Background: an optimization exercise with open tools, aiming at small area and a short achievable clock period. Do not read the settings as production practice.
Function not checked in this run: the RTL went through the layout flow alone.

File: design.v
`timescale 1ns / 1ps
module HFT_ALPHA_CORE #(
    parameter DATA_W        = 32,
    parameter Q_SCALE       = 16,
    parameter ALPHA_12      = 10181,
    parameter ALPHA_26      = 4854,
    parameter ALPHA_9       = 13107,
    parameter STOP_LOSS_PTS = 50
)(
    input wire clk,
    input wire reset,
    input wire valid_tick,
    input wire [DATA_W-1:0] raw_price,
    input wire [31:0] volume,
    output reg [1:0] order_signal,
    output reg order_valid
);
    function [47:0] add48;
        input [47:0] a;
        input [47:0] b;
        input        cin;
        reg   [47:0] g, p, G, P;
        integer d, i;
        begin
            p = a ^ b;
            g = a & b;
            g[0] = g[0] | (p[0] & cin);
            G = g;
            P = p;
            for (d = 1; d < 48; d = d * 2)
                for (i = 2 * d - 1; i < 48; i = i + 2 * d) begin
                    G[i] = G[i] | (P[i] & G[i - d]);
                    P[i] = P[i] & P[i - d];
                end
            for (d = 16; d >= 1; d = d / 2)
                for (i = 3 * d - 1; i < 48; i = i + 2 * d) begin
                    G[i] = G[i] | (P[i] & G[i - d]);
                    P[i] = P[i] & P[i - d];
                end
            add48 = p ^ {G[46:0], cin};
        end
    endfunction
    function [95:0] csa;
        input [47:0] x;
        input [47:0] y;
        input [47:0] z;
        begin
            csa[47:0]  = x ^ y ^ z;
            csa[95:48] = ((x & y) | (x & z) | (y & z)) << 1;
        end
    endfunction
    function [31:0] mul12;
        input [47:0] x;
        reg [95:0] r1, r2, r3;
        reg [47:0] s;
        begin
            r1 = csa((x << 13) | 48'd64, x << 11, (~x) << 6);
            r2 = csa(x << 2, x, r1[47:0]);
            r3 = csa(r1[95:48], r2[47:0], r2[95:48]);
            s  = add48(r3[47:0], r3[95:48], 1'b0);
            mul12 = s[47:16];
        end
    endfunction
    function [31:0] mul26;
        input [47:0] x;
        reg [95:0] r1, r2, r3;
        reg [47:0] s;
        begin
            r1 = csa((x << 12) | 48'd266, x << 10, (~x) << 8);
            r2 = csa((~x) << 3, (~x) << 1, r1[47:0]);
            r3 = csa(r1[95:48], r2[47:0], r2[95:48]);
            s  = add48(r3[47:0], r3[95:48], 1'b0);
            mul26 = s[47:16];
        end
    endfunction
    function [31:0] mul9;
        input [47:0] h3;
        reg [95:0] r1, r2;
        reg [47:0] s;
        begin
            r1 = csa(h3, h3 << 4, h3 << 8);
            r2 = csa(r1[47:0], r1[95:48], h3 << 12);
            s  = add48(r2[47:0], r2[95:48], 1'b0);
            mul9 = s[47:16];
        end
    endfunction
    function [47:0] times3_diff;
        input [47:0] m;
        input [47:0] e;
        reg [95:0] r1, r2;
        begin
            r1 = csa(m, (m << 1) | 48'd1, ~e);
            r2 = csa(r1[47:0], r1[95:48], ((~e) << 1) | 48'd1);
            times3_diff = add48(r2[47:0], r2[95:48], 1'b1);
        end
    endfunction
    reg [31:0] price_q;      
    reg        first_run;
    reg [47:0] ema_12, ema_26;
    reg [47:0] diff_12, diff_26;
    reg [31:0] prod_12, prod_26;
    wire [47:0] load   = first_run ? {raw_price, 16'd0} : 48'd0;
    always @(posedge clk or posedge reset) begin
        if (reset) begin
            price_q   <= 0;
            first_run <= 1;
            ema_12    <= 0;
            ema_26    <= 0;
            diff_12   <= 0;
            diff_26   <= 0;
            prod_12   <= 0;
            prod_26   <= 0;
        end else begin
            if (valid_tick) begin
                ema_12    <= add48(ema_12, {{16{prod_12[31]}}, prod_12}, 1'b0) | load;
                ema_26    <= add48(ema_26, {{16{prod_26[31]}}, prod_26}, 1'b0) | load;
                first_run <= 1'b0;
                price_q   <= raw_price;
                diff_12   <= add48({price_q, 16'd0}, ~ema_12, 1'b1);
                diff_26   <= add48({price_q, 16'd0}, ~ema_26, 1'b1);
                prod_12   <= mul12(diff_12);
                prod_26   <= mul26(diff_26);
            end
        end
    end
    reg [47:0] macd_line, ema_9;
    reg [47:0] hist;         
    reg [47:0] hist3;        
    reg [31:0] prod_9;
    always @(posedge clk or posedge reset) begin
        if (reset) begin
            macd_line <= 0;
            hist      <= 0;
            hist3     <= 0;
            prod_9    <= 0;
            ema_9     <= 0;
        end else begin
            macd_line <= add48(ema_12, ~ema_26, 1'b1);
            hist      <= add48(macd_line, ~ema_9, 1'b1);
            hist3     <= times3_diff(macd_line, ema_9);
            prod_9    <= mul9(hist3);
            ema_9     <= add48(ema_9, {{16{prod_9[31]}}, prod_9}, 1'b0);
        end
    end
    reg [1:0]  current_position;
    reg [31:0] entry_price;
    function cout32;
        input [31:0] a;
        input [31:0] b;
        input        cin;
        reg   [31:0] G, P;
        integer d, i;
        begin
            G = a & b;
            P = a ^ b;
            G[0] = G[0] | (P[0] & cin);
            for (d = 1; d < 32; d = d * 2)
                for (i = 2 * d - 1; i < 32; i = i + 2 * d) begin
                    G[i] = G[i] | (P[i] & G[i - d]);
                    P[i] = P[i] & P[i - d];
                end
            cout32 = G[31];
        end
    endfunction
    function [1:0] top3;
        input [31:0] x;
        input [31:0] y;
        input [31:0] k;
        reg   [31:0] s;
        reg   [32:0] c;
        begin
            s = x ^ y ^ k;
            c = {(x & y) | (x & k) | (y & k), 1'b0};
            top3 = {1'b0, c[32]} + {1'b0, cout32(s, c[31:0], 1'b0)};
        end
    endfunction
    wire cl = cout32(entry_price, ~raw_price, 1'b1);
    wire cs = cout32(raw_price, ~entry_price, 1'b1);
    wire stop_long  = (top3(entry_price, ~raw_price, 32'hFFFFFFCF) == {1'b0, cl} + 2'd1)
                   && (top3(entry_price, ~raw_price, 32'h80000001) == {1'b0, cl});
    wire stop_short = (top3(raw_price, ~entry_price, 32'hFFFFFFCF) == {1'b0, cs} + 2'd1)
                   && (top3(raw_price, ~entry_price, 32'h80000001) == {1'b0, cs});
    wire h_pos = !hist[47] && (hist != 48'd0);
    wire h_neg = hist[47];
    always @(posedge clk or posedge reset) begin
        if (reset) begin
            order_signal     <= 0;
            order_valid      <= 0;
            current_position <= 0;
        end else if (valid_tick) begin
            order_valid  <= 1'b1;
            order_signal <= 2'b00;
            if (current_position == 1) begin
                if (stop_long) begin
                    order_signal     <= 2'b11;
                    current_position <= 0;
                end
            end else if (current_position == 2) begin
                if (stop_short) begin
                    order_signal     <= 2'b11;
                    current_position <= 0;
                end
            end
            if (order_signal == 2'b00) begin
                if (h_pos && current_position == 0) begin
                    order_signal     <= 2'b01;
                    current_position <= 1;
                end else if (h_neg && current_position == 0) begin
                    order_signal     <= 2'b10;
                    current_position <= 2;
                end else if (current_position == 1 && h_neg) begin
                    order_signal     <= 2'b10;
                    current_position <= 0;
                end else if (current_position == 2 && h_pos) begin
                    order_signal     <= 2'b01;
                    current_position <= 0;
                end
            end
        end else begin
            order_valid <= 1'b0;
        end
    end
    always @(posedge clk) begin
        if (valid_tick && order_signal == 2'b00 && current_position == 0 && hist != 48'd0)
            entry_price <= raw_price;
    end
endmodule
File: flow/run.sh
#!/bin/bash
# Standard ORFS flow, except that after the standard synthesis the combinational
# logic is mapped again by ABC without the full-adder extraction (see reopt.ys).
set -euo pipefail
HERE=$(pwd)
FL=$HERE/flow
R=$HERE/orfs/results/$FLOW_PLATFORM/HFT_ALPHA_CORE/base
bash standard.sh synth > 1_synth_standard.log 2>&1
mkdir -p reopt
cp $R/1_2_yosys.v reopt/std.v
cp $FLOW_HOME/platforms/$FLOW_PLATFORM/lib/sky130_fd_sc_hd__tt_025C_1v80.lib reopt/lib.lib
cp $FL/reopt.ys $FL/keep_seq.tcl $FL/abc_run.tcl reopt/
export DONT_USE_LIST="$(grep -oE 'sky130_fd_sc_hd__(probe|lpflow)[a-z0-9_]+' $FLOW_HOME/platforms/$FLOW_PLATFORM/config.mk | sort -u | tr '\n' ' ')"
export ABC_SCRIPT=$FL/map.abc
(cd reopt && yosys -s reopt.ys) > 1_reopt_yosys.log 2>&1
rm -f reopt/lib.lib
cp reopt/reopt.v $R/1_2_yosys.v
bash standard.sh do-1_synth > 1_synth_odb.log 2>&1
bash standard.sh finish > 2_finish.log 2>&1
File: flow/abc_run.tcl
yosys -import
set du {}
foreach c $::env(DONT_USE_LIST) { lappend du -dont_use $c }
abc -script $::env(ABC_SCRIPT) -liberty lib.lib {*}$du
File: flow/keep_seq.tcl
yosys -import
set f [open std.v r]; set t [read $f]; close $f
foreach c [lsort -unique [regexp -all -inline {sky130_fd_sc_hd__(?:df|edf|sdf|dl)[a-z0-9_]+} $t]] {
  setattr -mod -set keep_hierarchy 1 $c
}
File: flow/map.abc
strash
dch
map -B 0.9
topo
stime -c
buffer -c
upsize -c
dnsize -c
File: flow/reopt.ys
# Re-map the combinational logic of the standard synthesis netlist.
# Sequential cells are kept as they are (same instances, names and cell types);
# every combinational cell is dissolved into its logic function and ABC maps it again.
read_liberty -ignore_miss_func lib.lib
read_verilog -sv std.v
hierarchy -top HFT_ALPHA_CORE
tcl keep_seq.tcl
flatten
opt_clean -purge
techmap
opt -fast
tcl abc_run.tcl
hilomap -singleton -hicell sky130_fd_sc_hd__conb_1 HI -locell sky130_fd_sc_hd__conb_1 LO
splitnets
opt_clean -purge
select HFT_ALPHA_CORE
write_verilog -noattr -selected reopt.v
File: standard.sh
#!/bin/bash
# synth_recipe.tcl (not shown) runs the flow's synth.tcl, then flattens the netlist and writes it again
# the make line also repeats each setting of config.mk as NAME=value (left out here)
make -C /OpenROAD-flow-scripts/flow DESIGN_CONFIG=/design/flow/config.mk WORK_HOME=/design/flow/orfs CLKGATE_MAP_FILE= SYNTH_SCRIPT=/design/flow/synth_recipe.tcl "${@:-finish}"
File: config.mk
export PLATFORM = sky130hd
export DESIGN_NAME = HFT_ALPHA_CORE
export DESIGN_NICKNAME = HFT_ALPHA_CORE
export VERILOG_FILES = /design/flow/design.v
export SDC_FILE = /design/flow/constraint.sdc
export NUM_CORES = 4
export LEC_CHECK = 0
export CAP_MARGIN = 20
export CORE_MARGIN = 2
export CORE_UTILIZATION = 65
export PLACE_DENSITY = 0.72
export SETUP_SLACK_MARGIN = 2.7
export SLEW_MARGIN = 20
export TNS_END_PERCENT = 100
File: constraint.sdc
create_clock -name core_clock -period 6.5 [get_ports {clk}]
set_input_delay 1.3000 -clock core_clock [delete_from_list [all_inputs] [get_ports {clk}]]
set_output_delay 1.3000 -clock core_clock [all_outputs]
set_load 0.01 [all_outputs]
==> flow_summary.ini <==
[outcome]
status = complete, no violations

[placement]
buffer_ports.inserted = 37
dp.cells = 9178
place.gp.congestion = 0.979
dp_hpwl_mm = 111

[floorplan]
die_area_sq_um = 79500
chipHeight_um = 282
pin_count = 70
rows = 101
floorplan.initialDensity = 0.659
die_w_um = 282
core-area_sq_um = 76200

[sta]
timing.setup.tns_ns = 0
drv_slew = 0
skew_final_ns = 0.0259
relSlewSlack = 0.233
period_share = 0.571
setup_viol = 0
final-hold-violation-count = 0
layout_min_cycle_time_ns = 3.71
max_freq_mhz = 269
worstMarginPinSlew_ns = 1.14
grt_setup_unrepaired = yes

[finish]
layout.nets = 8319
fin_cells = 9337
drive_above_1_share = 0.0865
flow.area_growth_from_synthesis_pct = 10.7

[clock_tree]
clk_latency_ns = 0.62
ctsLongestPathBuffers = 3
cts_htree_levels = 3
cts_bufs_inserted = 67
cts_tree = yes
cts.root.buffer_cell = clkbuf_16
cts.clk_slew.worst_paths_ns = 0.06
tritoncts_num_sinks = 548

[worst_setup_path]
worstSetupPathType = flip-flop to flip-flop
critPathRequiredTime_ns = 6.95
critical_path.startpoint_type = flip-flop
cp.arrival_ns = 4.16
critical-path-max-stage-delay_ns = 0.49
setup.worst_path.end_class = flip-flop
critical_path.max_fanout = 6
cp_max_stage_cell = xnor2_1
critical_path.cell_chain = inv_1 -> nand2_1 -> a21oi_2 -> nor2_2 -> nor2_2 -> nor2_2 -> nor2_2 -> nand2_1 -> nand3_2 -> nand4_4 -> nand2_2 -> nand2_2 -> nand2_4 -> a21oi_2 -> or2_4 -> nand2_2 -> nand3_4 -> nand2_2 -> a21boi_0 -> o21ai_0 -> a21oi_1 -> xnor2_1

[grt]
grt_pass1_vias = 46995
global_route.usage.total = 0.354
initial_antenna_violation_count = 12
wire_length_of_the_first_global_routing_pass_mm = 228
maximum_number_of_pins_on_one_net_before_global_route_repair = 160
grt_remaining_overflow = 0

[run]
maxCapViolations = 0

[synthesis]
mappedNetlistArea_sq_um = 50200
synth_cells = 8122
syn_area_per_cell_sq_um = 6.18
synthesis.yosys.warnings = 1
synthesis.nets = 8189

[routing]
detail_route.iter0.violations = 4403
vias = 51235
post_drt_via_cell_ratio = 5.49
final_routed_wire_length_divided_by_cell_count_um = 15.4
ant_nets = 0
wl_mm = 144
drc = 0
drt-pass1-iter-count = 8

[min_path]
hold_path.class = flip-flop to flip-flop
## per-layer routing
| metal | global-route usage | wire (um) | up-vias |
|---|---|---|---|
| li1 | - | - | 25715 |
| met1 | 0.466 | 62600 | 23576 |
| met2 | 0.591 | 66300 | 1637 |
| met3 | 0.0523 | 9990 | 303 |
| met4 | 0.132 | 5090 | 4 |
| met5 | 0 | 26 | - |
## sequential cells by signal, summed over array words and instances, names as in the netlist, 47 cells and up
register / flops
ema_26: 48
diff_12: 48
hist: 47
ema_12: 48
hist3: 48
macd_line: 48
ema_9: 48
diff_26: 47
## path summary, 6_finish.rpt
check,start,end,slack (ns),cells past startpoint
hold / removal,prod_26[19],prod_26[19],0.52,2
max in group asynchronous,reset,ema_26[47],4.02,3
min in group asynchronous,reset,macd_line[0],1.14,2
hold reg to reg,prod_26[19],prod_26[19],0.52,2
setup / recovery,ema_26[1],macd_line[38],2.79,22
setup reg to reg,ema_26[1],macd_line[38],2.79,22
## what timing repair did
action / in CTS / in global routing
hold buffers: 0 / 0
buffers inserted: 0 / 35
setup endpoints to repair: 20 / 112
pin swaps: 0 / 54
gates resized for setup: 22 / 281
## critical path: cells and delay by family (launching register included)
family	cells	cell delay, ns
buf+inv	1	0.09
flops	1	0.47
xor+xnor	1	0.49
compound gates	5	0.88
simple gates	15	1.58
## cells in the final DEF (no fill, tap or decap), drive strengths merged, types with 4 or more instances in the layout
master         instances
a211oi                13
a21boi                19
a21o                   9
a21oi                323
a221oi                 4
a22oi                 14
a31oi                 46
a32oi                  7
and2                  11
buf                   54
bufinv                 5
clkbuf                90
clkdlybuf4s50         30
clkinv                17
clkinvlp               8
dfrtp                515
diode                  5
dlymetal6s2s           5
edfxtp                32
inv                 1466
nand2               2239
nand3                452
nand3b                31
nand4                 70
nor2                1160
nor3                  66
nor4                  28
o2111ai                4
o211ai                18
o21ai                615
o21bai                38
o22ai                 60
o311ai                 4
o31ai                 44
or2                   79
xnor2                187
xor2                 505
## final cells by class
type | instances | area (sq um)
antenna | 5 | 12.5
inverter | 1467 | 5560
multi-input combinational | 6078 | 31700
clock inverter | 29 | 322
tap | 1030 | 1290
clock buffer | 90 | 1930
timing repair buffer | 90 | 846
fill | 6443 | 20600
sequential | 548 | 13900
## per-stage QoR
step | setup slack [ns] | hold WS [ns] | utilization | cell area [sq um]
2_1_floorplan | -1.81 | 0.466 | - | 50200
3_3_place_gp | 1.79 | 0.492 | 0.682 | 52000
3_5_place_dp | 1.73 | 0.500 | 0.682 | 52000
4_1_cts | 2.65 | 0.519 | 0.713 | 54300
5_1_grt | 2.62 | 0.533 | 0.729 | 55600
6_report | 2.79 | 0.518 | 0.729 | 55600

## static timing again, ports no longer ideal
How much do the figures lean on ideal ports? The routed layout below was timed once more, with nothing changed but the port constraints.
Step 1, drivers: a clkbuf_16 drives clk and a buf_2 each remaining input, both assumed.
Step 2 adds t to the input delays and takes it off the output delays; t is the mean of the earliest and latest rising clock arrival at the registers after step 1. Input paths then give back, and output paths get back, about the clock's delay inside the block.
Three values: no drivers, after step 1, after step 2; two values: the first two.
shift t [ns]: 0.676
setup WS [ns]: 2.789 / 2.789 / 2.227
worst setup path at the end: input to register
worst data-port slew with drivers (ns): 0.05
After both steps setup and hold are still met in this run. For this run, drivers alone change the setup slack by 0.000 ns; drivers and shift together by -0.562 ns.
